This design comes from an exercise in tuning for small area on the open sky130 flow, not from production work. The RTL was checked by simulation tests, not by an equivalence proof against the original design. Power and IR drop assume default switching activity.

==> flow/constraint.sdc <==
create_clock -name core_clock -period 10.0 [get_ports {clk}]
set_input_delay 2.0000 -clock core_clock [delete_from_list [all_inputs] [get_ports {clk}]]
set_output_delay 2.0000 -clock core_clock [all_outputs]
set_load 0.01 [all_outputs]
==> flow/run.sh <==
#!/bin/bash
# synth_recipe.tcl (not shown) runs the flow's synth.tcl, then flattens the netlist and writes it again
# the make line also repeats each setting of config.mk as NAME=value (left out here)
make -C /OpenROAD-flow-scripts/flow DESIGN_CONFIG=/design/flow/config.mk WORK_HOME=/design/flow/orfs CLKGATE_MAP_FILE= SYNTH_SCRIPT=/design/flow/synth_recipe.tcl finish
==> flow/config.mk <==
export PLATFORM = sky130hd
export DESIGN_NAME = sd_frame_reader_top
export DESIGN_NICKNAME = sd_frame_reader_top
export VERILOG_FILES = /design/flow/design.v
export SDC_FILE = /design/flow/constraint.sdc
export NUM_CORES = 4
export LEC_CHECK = 0
export ABC_AREA = 1
export CAP_MARGIN = 20
export CORE_MARGIN = 2
export CORE_UTILIZATION = 40
export SLEW_MARGIN = 20
==> flow/design.v <==
`timescale 1ns / 1ps
module sd_frame_reader_top
#(
  parameter SYSCLK_HZ      = 100_000_000,
  parameter INIT_DIV       = 16'd250,
  parameter DATA_DIV       = 16'd2,
  parameter LBA_START      = 32'd2048,
  parameter BLOCKS_TO_READ = 32'd600
)
(
  input  wire        clk,
  input  wire        rst,
  output wire        sd_sck,
  output wire        sd_mosi,
  input  wire        sd_miso,
  output wire        sd_cs_n,
  output wire [31:0] waddr,
  output reg  [7:0]  wdata,
  output reg         we,
  output reg         frame_done,
  output wire        init_ready,
  output wire        init_is_sdhc,
  output wire        any_error
);
  localparam S_RST      = 5'd0,
             S_DUMMY    = 5'd1,
             S_CMD0_S   = 5'd2,
             S_CMD0_R   = 5'd3,
             S_CMD8_S   = 5'd4,
             S_CMD8_R   = 5'd5,
             S_CMD8_RD  = 5'd6,
             S_LOOP     = 5'd7,
             S_CMD55_S  = 5'd8,
             S_CMD55_R  = 5'd9,
             S_ACMD41_S = 5'd10,
             S_ACMD41_R = 5'd11,
             S_CMD58_S  = 5'd12,
             S_CMD58_R  = 5'd13,
             S_CMD58_RD = 5'd14,
             S_CMD16_S  = 5'd15,
             S_CMD16_R  = 5'd16,
             S_DONE     = 5'd17,
             S_RCMD_S   = 5'd18,
             S_RCMD_R   = 5'd19,
             S_WTOK     = 5'd20,
             S_STREAM   = 5'd21,
             S_DROP     = 5'd22,
             S_BLK      = 5'd23,
             S_NEXT     = 5'd24,
             S_STOP_S   = 5'd25,
             S_STOP_R   = 5'd26,
             S_FIN1     = 5'd27,
             S_FIN      = 5'd28,
             S_ERR      = 5'd29;
  reg [4:0]  state;
  reg [14:0] cnt;       
  reg        start, busy, done, sck;
  reg [2:0]  bitc;
  reg [7:0]  divc;
  reg [7:0]  rx;
  reg        cs_n, ready, sdhc, ccs, dv;
  reg [18:0] addr;
  wire idle = !busy && !start && !done;
  reg [7:0] tx;
  always @* begin
    tx = 8'hFF;
    case (state)
      S_CMD0_S:   case (cnt[2:0]) 3'd1: tx = 8'h40; 3'd6: tx = 8'h95; default: tx = 8'h00; endcase
      S_CMD8_S:   case (cnt[2:0]) 3'd1: tx = 8'h48; 3'd4: tx = 8'h01; 3'd5: tx = 8'hAA; 3'd6: tx = 8'h87; default: tx = 8'h00; endcase
      S_CMD55_S:  case (cnt[2:0]) 3'd1: tx = 8'h77; 3'd6: tx = 8'h65; default: tx = 8'h00; endcase
      S_ACMD41_S: case (cnt[2:0]) 3'd1: tx = 8'h69; 3'd2: tx = 8'h40; 3'd6: tx = 8'h77; default: tx = 8'h00; endcase
      S_CMD58_S:  case (cnt[2:0]) 3'd1: tx = 8'h7A; 3'd6: tx = 8'hFD; default: tx = 8'h00; endcase
      S_CMD16_S:  case (cnt[2:0]) 3'd1: tx = 8'h50; 3'd4: tx = 8'h02; 3'd6: tx = 8'h15; default: tx = 8'h00; endcase
      S_RCMD_S:   case (cnt[2:0]) 3'd1: tx = 8'h52; 3'd3: tx = sdhc ? 8'h00 : 8'h10; 3'd4: tx = sdhc ? 8'h08 : 8'h00; 3'd6: tx = 8'hFF; default: tx = 8'h00; endcase
      S_STOP_S:   case (cnt[2:0]) 3'd1: tx = 8'h4C; 3'd6: tx = 8'hFD; default: tx = 8'h00; endcase
      default:    tx = 8'hFF;
    endcase
  end
  assign sd_sck       = sck;
  assign sd_mosi      = busy ? tx[bitc] : 1'b1;
  assign sd_cs_n      = cs_n;
  assign waddr        = {13'd0, addr};
  assign init_ready   = ready;
  assign init_is_sdhc = sdhc;
  assign any_error    = (state == S_ERR);
  always @(posedge clk) begin
    if (rst) begin
      busy <= 1'b0;
      done <= 1'b0;
      sck  <= 1'b0;
      bitc <= 3'd0;
      divc <= 8'd0;
      rx   <= 8'd0;
    end else begin
      done <= 1'b0;
      if (start) begin
        busy <= 1'b1;
        bitc <= 3'd7;
        divc <= ready ? DATA_DIV[7:0] : INIT_DIV[7:0];
      end
      if (busy) begin
        if (divc == 8'd0) begin
          divc <= ready ? DATA_DIV[7:0] : INIT_DIV[7:0];
          sck  <= ~sck;
          if (!sck) rx <= {rx[6:0], sd_miso};
          else if (bitc != 3'd0) bitc <= bitc - 3'd1;
          else begin busy <= 1'b0; done <= 1'b1; end
        end else begin
          divc <= divc - 8'd1;
        end
      end
    end
  end
  reg [4:0] nstate;
  reg       issue, inc;
  always @* begin
    nstate = state;
    issue  = 1'b0;
    inc    = 1'b0;
    case (state)
      S_RST: nstate = S_DUMMY;
      S_DUMMY: begin
        if (!(cnt[3] & cnt[1])) begin issue = idle; inc = done; end
        else nstate = S_CMD0_S;
      end
      S_CMD0_S, S_CMD8_S, S_CMD55_S, S_ACMD41_S, S_CMD58_S, S_CMD16_S,
      S_RCMD_S, S_STOP_S: begin
        if (idle) begin
          if (!(cnt[2] & cnt[1])) begin issue = 1'b1; inc = 1'b1; end
          else case (state)
            S_CMD0_S:   nstate = S_CMD0_R;
            S_CMD8_S:   nstate = S_CMD8_R;
            S_CMD55_S:  nstate = S_CMD55_R;
            S_ACMD41_S: nstate = S_ACMD41_R;
            S_CMD58_S:  nstate = S_CMD58_R;
            S_CMD16_S:  nstate = S_CMD16_R;
            S_RCMD_S:   nstate = S_RCMD_R;
            default:    nstate = S_STOP_R;
          endcase
        end
      end
      S_CMD0_R, S_CMD8_R, S_ACMD41_R: begin
        if (&cnt[7:0]) nstate = S_ERR;
        else begin
          issue = idle; inc = idle;
          if (done) begin
            case (state)
              S_CMD0_R:
                if (rx == 8'h01) nstate = S_CMD8_S;
                else if (rx != 8'hFF) nstate = S_ERR;
              S_CMD8_R:
                if (rx == 8'h01 || rx == 8'h05) nstate = S_CMD8_RD;
                else if (rx != 8'hFF) nstate = S_ERR;
              default:
                if (rx == 8'h00) nstate = S_CMD58_S;
                else if (rx != 8'hFF) nstate = S_LOOP;
            endcase
          end
        end
      end
      S_CMD55_R, S_CMD58_R, S_CMD16_R: begin
        if (&cnt[6:0]) nstate = S_ERR;
        else begin
          issue = idle; inc = idle;
          if (done) begin
            case (state)
              S_CMD55_R:
                if (rx != 8'hFF) nstate = S_ACMD41_S;
              S_CMD58_R:
                if (rx == 8'h00) nstate = S_CMD58_RD;
                else if (rx != 8'hFF) nstate = S_ERR;
              default:
                if (rx == 8'h00) nstate = S_DONE;
                else if (rx != 8'hFF) nstate = S_ERR;
            endcase
          end
        end
      end
      S_CMD8_RD, S_CMD58_RD: begin
        if (!cnt[2]) begin issue = idle; inc = done; end
        else if (state == S_CMD8_RD) nstate = S_LOOP;
        else nstate = ccs ? S_DONE : S_CMD16_S;
      end
      S_LOOP: nstate = S_CMD55_S;
      S_DONE: begin
        inc = 1'b1;
        if (cnt[1] & cnt[0]) nstate = S_RCMD_S;
      end
      S_RCMD_R, S_WTOK, S_STOP_R: begin
        if (cnt[14] & cnt[11] & cnt[10] & cnt[9] & cnt[5]) nstate = S_ERR;
        else begin
          issue = idle; inc = idle;
        end
        if (done) begin
          case (state)
            S_RCMD_R:
              if (rx == 8'h00) nstate = S_WTOK;
              else if (rx != 8'hFF) nstate = S_ERR;
            S_WTOK:
              if (rx == 8'hFE) nstate = S_STREAM;
            default:
              if (rx != 8'hFF) nstate = S_FIN1;
          endcase
        end
      end
      S_STREAM: begin
        issue = idle;
        if (done && (&addr[8:0])) nstate = S_DROP;
      end
      S_DROP: begin
        issue = idle; inc = done;
        if (done && cnt[0]) nstate = S_BLK;
      end
      S_BLK:  nstate = (addr[18] & addr[15] & addr[13] & addr[12]) ? S_STOP_S : S_NEXT;
      S_NEXT: nstate = S_WTOK;
      S_STOP_S: ;
      S_FIN1: nstate = S_FIN;
      S_FIN:  ;
      default: nstate = S_ERR;
    endcase
  end
  always @(posedge clk) begin
    if (rst) begin
      state      <= S_RST;
      cnt        <= 15'd0;
      start      <= 1'b0;
      cs_n       <= 1'b1;
      ready      <= 1'b0;
      sdhc       <= 1'b0;
      ccs        <= 1'b0;
      dv         <= 1'b0;
      we         <= 1'b0;
      wdata      <= 8'd0;
      addr       <= 19'd0;
      frame_done <= 1'b0;
    end else begin
      state <= nstate;
      start <= issue;
      if (nstate != state) cnt <= 15'd0;
      else if (inc)        cnt <= cnt + 15'd1;
      case (state)
        S_CMD0_S: cs_n <= 1'b0;
        S_DONE:   cs_n <= cnt[1] & cnt[0] ? 1'b0 : 1'b1;
        S_ERR:    cs_n <= 1'b1;
        default: ;
      endcase
      if (nstate == S_FIN1) cs_n <= 1'b1;
      if (state == S_DONE) ready <= 1'b1;
      if (state == S_CMD58_RD && done && cnt[2:0] == 3'd0) ccs <= rx[6];
      if (state == S_CMD58_RD && cnt[2]) sdhc <= ccs;
      dv <= (state == S_STREAM) && done;
      we <= dv;
      if (dv) begin
        wdata <= rx;
        addr  <= addr + 19'd1;
      end
      frame_done <= (state == S_FIN1);
    end
  end
endmodule
==> qor.csv <==
metric,value,unit
run_status,timing/DRC/antenna clean,
max_freq,191,MHz
clkSinkCount,77,
relSlewSlack,38.7,%
drive_gt1_share,8.25,%
fin_util,46.2,%
ant_nets,0,
cts_tree,yes,
yosysSeqAreaShare,28.9,%
ys_warn_count,1,
placed_area,5770,µm²
n_antenna_cell,0,
yosys.area.top_type,dfxtp_1,
hp-start,divc[1],
cts-resized-gates,0,
cp-startpoint,state[1],
slew_viol_final,0,
cts_root_buf,clkbuf_16,
yosysTopAreaCellShare,28.9,%
synth-edff-count,0,
ys.flop_type,dfxtp_1,
hp-class,flop to flop,
p_leak,2.54,nW
dp_hpwl,11300,µm
worstSetupPathType,flop to primary output,
vias,5458,
synth_common_cells,"nand2_1 (171), nor2_1 (113), inv_1 (87)",
drc,0,
cts_made_buffers,9,
clock_latency,0.35,ns
rsz0062_at_grt,no,
cts_setup_buffers,0,
crit_arrival,3.23,ns
tightest_slew,0.918,ns
die_w,120,µm
synth_cells,840,
start_util,40.7,%
synth.avg_cell_area,6.36,µm²
die_height,120,µm
pre_cts_slack,5.15,ns
ys_types,46,
rows,42,
required,8.00,ns
grt_max_degree,34,
yosysMostFrequentCell,nand2_1,
nets,881,
synth_area,5340,µm²
antenna_found_initial,0,
pin_count,51,
grt_pass1_vias,5111,
syn2layout_area_growth,13.8,%
maxCapViolCount,0,
grt_pass1_wl,25100,µm
ys_ff_latch,77,
worst_slack,4.77,ns
final_cell_area,6080,µm²
finalHoldViolCount,0,
critPathLaunchType,flop,
clock_skew,0.00833,ns
powerDensity,125,nW/µm²
clk_pin_slew,0.06,ns
setup_violations,0,
drt-vias-per-instance,5.20,
grtUsageTotal,21.9,%
async_flop_share,0,%
ir_worst_vdd,0.0000775,V
clock_path_buffers,2,
synth.area.top_cells,"dfxtp_1 (29%), nand2_1 (12%), nor2_1 (7.9%)",
period_share,52.3,%
ctsHoldBuffers,0,
htree_levels,3,
cp_max_fo,9,
fin_crit,5.23,ns
gp_congestion,0.948,
grt_overflow,0,
wl_met3,807,µm
die-area,14300,µm²
detail_route.wirelength,15100,µm
finalSetupTns,0,ns
port_buffers,37,
top_layer_used,met4,
wl_met1,6930,µm
dr_wl_met2,6760,µm
wl_per_cell,14.4,µm
reg2reg_from,state[3],
drt-initial-drc-count,345,
coreArea,13100,µm²
end_kind,primary output,
firstDrtPassIters,5,
## critical path, cell delays in order, from the launching register on
cell and delay, ns:
dfxtp_1 0.61, inv_2 0.19, nor2_4 0.21, nand2_1 0.11, nor2_1 0.27, inv_1 0.11, o21ai_0 0.22, nor2_1 0.09
nand3_1 0.07, o2bb2ai_1 0.06, and2_0 0.13, o21ai_0 0.16, nand2_1 0.07, nand2_1 0.06, clkdlybuf4s50_1 0.52
## placed cells by master (no fill, tap or decap), types with 4 or more instances in the layout
master	count
nand4_1	16
clkdlybuf4s50_1	37
o211ai_1	4
xnor2_1	10
ha_1	10
nand3_1	75
conb_1	13
inv_1	87
o21ai_0	56
clkbuf_16	9
o2111ai_1	4
inv_2	8
nor3_1	24
dfxtp_1	77
nor2_1	113
nand2_2	10
nand2_1	171
nand3_2	5
nor2_2	19
nor2_4	9
mux2i_1	7
xor2_1	7
a21oi_1	62
a31oi_1	5
## metrics by stage
stage	total power [mW]	hold WS, ns	std cells
3_3_place_gp	0.416	0.487	1033
2_1_floorplan	0.400	0.463	852
3_5_place_dp	0.415	0.492	1033
5_1_grt	0.796	0.527	1049
6_report	0.757	0.498	1049
4_1_cts	0.766	0.501	1049
## final timing paths
path,endpoint,slack [ns],depth (start not counted)
hold / removal,divc[1],0.50,2
setup reg to reg,cnt[1],7.03,16
setup / recovery,sd_mosi,4.77,14
hold reg to reg,divc[1],0.50,2
## metal layers
layer | global-route usage, % | vias up
met5 | 0 | -
met3 | 4.42 | 43
met2 | 35.4 | 199
met1 | 27.8 | 2416
met4 | 10.6 | 0
li1 | - | 2800
## sequential cells by signal (all words and copies together), names as in the netlist
name	count
wdata	8
cs_n	1
ready	1
bitc	3
dv	1
state	5
addr	19
frame_done	1
divc	8
busy	1
rx	8
cnt	15
done	1
start	1
sck	1
ccs	1
we	1
sdhc	1
## cells by family after synthesis
family | synth area share, %
compound gates | 14.9
xor+xnor | 2.79
fa+ha+maj | 2.34
buf+inv | 11.0
flops | 28.9
mux | 1.31
other cells | 0.0702
simple gates | 38.8
## area by class of cell
cell class / count / area [µm²]
inverter: 95 / 357
tap: 176 / 220
timing repair buffer: 40 / 393
clock inverter: 5 / 75.1
fill: 1398 / 7060
clock buffer: 11 / 233
multi-input combinational: 645 / 3260
sequential: 77 / 1540
## power breakdown
group | switching [mW] | total (mW) | internal, mW | leakage, nW
clock | 0.131 | 0.348 | 0.217 | 0.153
combinational | 0.0557 | 0.0838 | 0.0281 | 1.76
sequential | 0.00946 | 0.325 | 0.315 | 0.623

==> afterwards: timing with drivers on the ports <==
In the flow no input, the clock included, has a driving cell. The finished layout below was timed again as built, in two steps. Step 1, drivers: a clkbuf_16 drives clk and a buf_2 each remaining input, both assumed. Step 2 adds t to the input delays and takes it off the output delays; t is the mean of the earliest and latest rising clock arrival at the registers after step 1. Input paths then give back, and output paths get back, about the clock's delay inside the block. a / b / c = ideal / step 1 / step 2; a / b = the first two.
t (ns): 0.384
slack for setup (ns): 4.769 / 4.729 / 5.113
hold WS [ns]: 0.498 / 0.498 / 0.498
After both steps this run still meets setup and hold. For this run, drivers alone change the setup slack by -0.040 ns; drivers and shift together by +0.344 ns.
